Context: an optimization exercise on an open-source flow, tuned for small area, a short achievable clock period and few clock cycles per item. The choices shown serve that exercise and are no tape-out recipe. The RTL was checked by simulation tests, not by an equivalence proof against the original design.

==> flow/design.v (excerpt) <==
module conv3x3(
    input wire clk,
    input wire rst,
    input wire en,
    input wire [7:0] pixel1,
    input wire [7:0] pixel2,
    input wire [7:0] pixel3,
    input wire [7:0] pixel4,
    input wire [7:0] pixel5,
    input wire [7:0] pixel6,
    input wire [7:0] pixel7,
    input wire [7:0] pixel8,
    input wire [7:0] pixel9,
    input wire [7:0] filter1,
    input wire [7:0] filter2,
    input wire [7:0] filter3,
    input wire [7:0] filter4,
    input wire [7:0] filter5,
    input wire [7:0] filter6,
    input wire [7:0] filter7,
    input wire [7:0] filter8,
    input wire [7:0] filter9,
    output wire [31:0] result,
    output wire done
);
Size in the first run: about 50 flip-flops, about 180 I/O pins, about 0.016 mm2 of cells after synthesis.
clock: 10.0 ns
lec_check: 0
cap_margin: 20
core_margin: 2
core_utilization: 40
setup_slack_margin: 4.5
slew_margin: 20
synth_hierarchical: 1
standard.sh (not shown) runs the stock make flow with config.mk's settings and CLKGATE_MAP_FILE= SYNTH_SCRIPT=/design/flow/synth_recipe.tcl, a recipe that flattens the netlist after the stock synthesis.
==> flow/flow/run.sh <==
#!/bin/bash
set -o pipefail
bash standard.sh "BUFFER_PORTS_ARGS=-buffer_cell sky130_fd_sc_hd__buf_2" finish > standard_flow.log 2>&1
The starting point completed with no timing, DRC or antenna violations.
Testbench counts at the start, summed over its fixed seeds: cycles 1,608, items 1,600.
Then changed:
==> flow/run.sh (new file) <==
#!/bin/bash
# synth_recipe.tcl (not shown) runs the flow's synth.tcl, then flattens the netlist and writes it again
# the make line also repeats each setting of config.mk as NAME=value (left out here)
make -C /OpenROAD-flow-scripts/flow DESIGN_CONFIG=/design/flow/config.mk WORK_HOME=/design/flow/orfs CLKGATE_MAP_FILE= SYNTH_SCRIPT=/design/flow/synth_recipe.tcl finish
- SETUP_SLACK_MARGIN: 4.5 -> 4
removed: flow/flow/run.sh
removed: flow/standard.sh
- The new run produced a clean layout
- non-clock buffer count goes down by 4
- count of clock-buffer cells in the layout goes down by 1
- hold slack improved by 320 ps
- via count goes up slightly
- sequential share of layout area goes up by 0.39 points
- wire length goes up slightly
- cell area goes down by a few percent
- synthesized cell count does not change
- die area does not change
Then changed:
==> flow/flow/run.sh (new file) <==
#!/bin/bash
set -o pipefail
bash standard.sh "BUFFER_PORTS_ARGS=-buffer_cell sky130_fd_sc_hd__buf_2" finish > standard_flow.log 2>&1
==> flow/standard.sh (new file) <==
#!/bin/bash
# synth_recipe.tcl (not shown) runs the flow's synth.tcl, then flattens the netlist and writes it again
# the make line also repeats each setting of config.mk as NAME=value (left out here)
make -C /OpenROAD-flow-scripts/flow DESIGN_CONFIG=/design/flow/config.mk WORK_HOME=/design/flow/orfs CLKGATE_MAP_FILE= SYNTH_SCRIPT=/design/flow/synth_recipe.tcl "${@:-finish}"
- CORE_UTILIZATION: 40 -> 65
- SETUP_SLACK_MARGIN: 4 -> 4.4
removed: flow/run.sh
Result: Non-clock buffer count went up by 2. Synthesized cell count stays the same. First-iteration DRC count fell by 3.4%. Final cell count went down by 9.9%. Routed wire length decreases by 8.9%.
Then changed:
- GPL_TIMING_DRIVEN: unset -> 1
- SETUP_SLACK_MARGIN: 4.4 -> unset
Result: Utilization shrinks by 3.0 points. Routed wire length grows slightly. Die area stays the same. Final area shrinks by a few percent. Worst setup slack is worse by 170 ps. Area after synthesis stays the same.

========
## build 25
Starting RTL as in the previous note.
clock: 10.0 ns
lec_check: 0
cap_margin: 20
core_margin: 2
core_utilization: 40
setup_slack_margin: 4
slew_margin: 20
synth_hierarchical: 1
==> flow/flow/run.sh <==
#!/bin/bash
set -o pipefail
bash standard.sh "BUFFER_PORTS_ARGS=-buffer_cell sky130_fd_sc_hd__buf_2" finish > standard_flow.log 2>&1
Build 25 went all the way through the flow, and no timing, DRC or antenna check failed.
Testbench counts of build 25, summed over its fixed seeds: cycles 1,608, items 1,600.
The following lists how build 36 was set up differently from build 25:
- SETUP_SLACK_MARGIN removed (was 4)
==> flow/flow/run.sh <==
#!/bin/bash
set -o pipefail
bash standard.sh "BUFFER_PORTS_ARGS=-buffer_cell sky130_fd_sc_hd__buf_1" finish > standard_flow.log 2>&1
The first element of the critical path comes out pixel4[2] in one run and filter8[3] in the other, namely in build 36 and build 25 respectively.
Measured against each other, build 36 and build 25 differ in maximum number of pins on one net before global-route repair, the lower figure coming from build 36.
Looking at build 36 and build 25, the total clock sinks is a wash.
Going from build 25 to build 36, overall routed net length grew slightly.
The data-path buffer share of cell area in the final layout in build 36 was lower than what build 25 gave.
diff inputs: build 36 => build 61
- CORE_UTILIZATION now 65, was 40
- SETUP_SLACK_MARGIN now 4.5, previously not set
==> flow/flow/run.sh <==
#!/bin/bash
set -o pipefail
bash standard.sh "BUFFER_PORTS_ARGS=-buffer_cell sky130_fd_sc_hd__buf_2" finish > standard_flow.log 2>&1
==> comparison <==
The met3 layer wire length in the routed design of build 61 falls short of that of build 36 by 12%. Cmp build 61 vs build 36: post-synthesis to final-layout area growth higher in build 61.
[inputs] build 85 vs build 61
- a change of CORE_UTILIZATION from 65 to 40
- a deleted SETUP_SLACK_MARGIN that had been 4.5
- an added ABC_CLOCK_PERIOD_IN_PS of 2000
==> summary.txt <==
The timing endpoint of the critical path comes out cs_reg[25] in one run and cs_reg[13] in the other, namely in build 85 and build 61 respectively. Comparing build 61 and build 85, the lower met2 track utilization from global routing was measured on build 85. Build 85 — post-synthesis to final-layout area growth 6.8 points lower, build 61 as reference. [compare] base=build 61 new=build 85: cell area shrank by 6.1%, worst hold slack stayed essentially flat, final core utilization now smaller.

==> port drivers added, routing unchanged <==
The results above use ideal ports. As a check the final layouts listed here were re-extracted and re-timed, cells and wires unchanged.
Step 1 (the two cells are an assumption about what drives the block):
set clk [get_ports {clk}]
set_driving_cell -lib_cell sky130_fd_sc_hd__clkbuf_16 $clk
set_driving_cell -lib_cell sky130_fd_sc_hd__buf_2 [delete_from_list [all_inputs] $clk]
Step 2, shift: input delay + t, output delay - t, t = (earliest + latest rising clock arrival at the registers) / 2. This alone moves slack from input paths to output paths.
Three values: no drivers, after step 1, after step 2; two values: the first two.
run | t, ns | setup WS [ns] | worst register clock-pin slew, ns
the first run of note 1 | 0.354 | 4.520 / 4.509 / 4.164 | 0.08 / 0.08
the second run of note 1 | 0.372 | 4.057 / 4.039 / 3.667 | 0.08 / 0.08
the third run of note 1 | 0.356 | 4.396 / 4.417 / 4.061 | 0.09 / 0.09
the fourth run of note 1 | 0.358 | 4.225 / 4.247 / 3.889 | 0.09 / 0.09
build 25 | 0.362 | 4.215 / 4.238 / 3.876 | 0.08 / 0.08
build 36 | 0.361 | 3.909 / 3.934 / 3.573 | 0.08 / 0.08
build 61 | 0.365 | 4.533 / 4.508 / 4.183 | 0.09 / 0.09
build 85 | 0.362 | 4.215 / 4.238 / 3.876 | 0.08 / 0.08
After both steps every run listed still meets setup and hold. For the second run of note 1, which loses most, drivers alone change the setup slack by -0.018 ns; drivers and shift together by -0.390 ns.
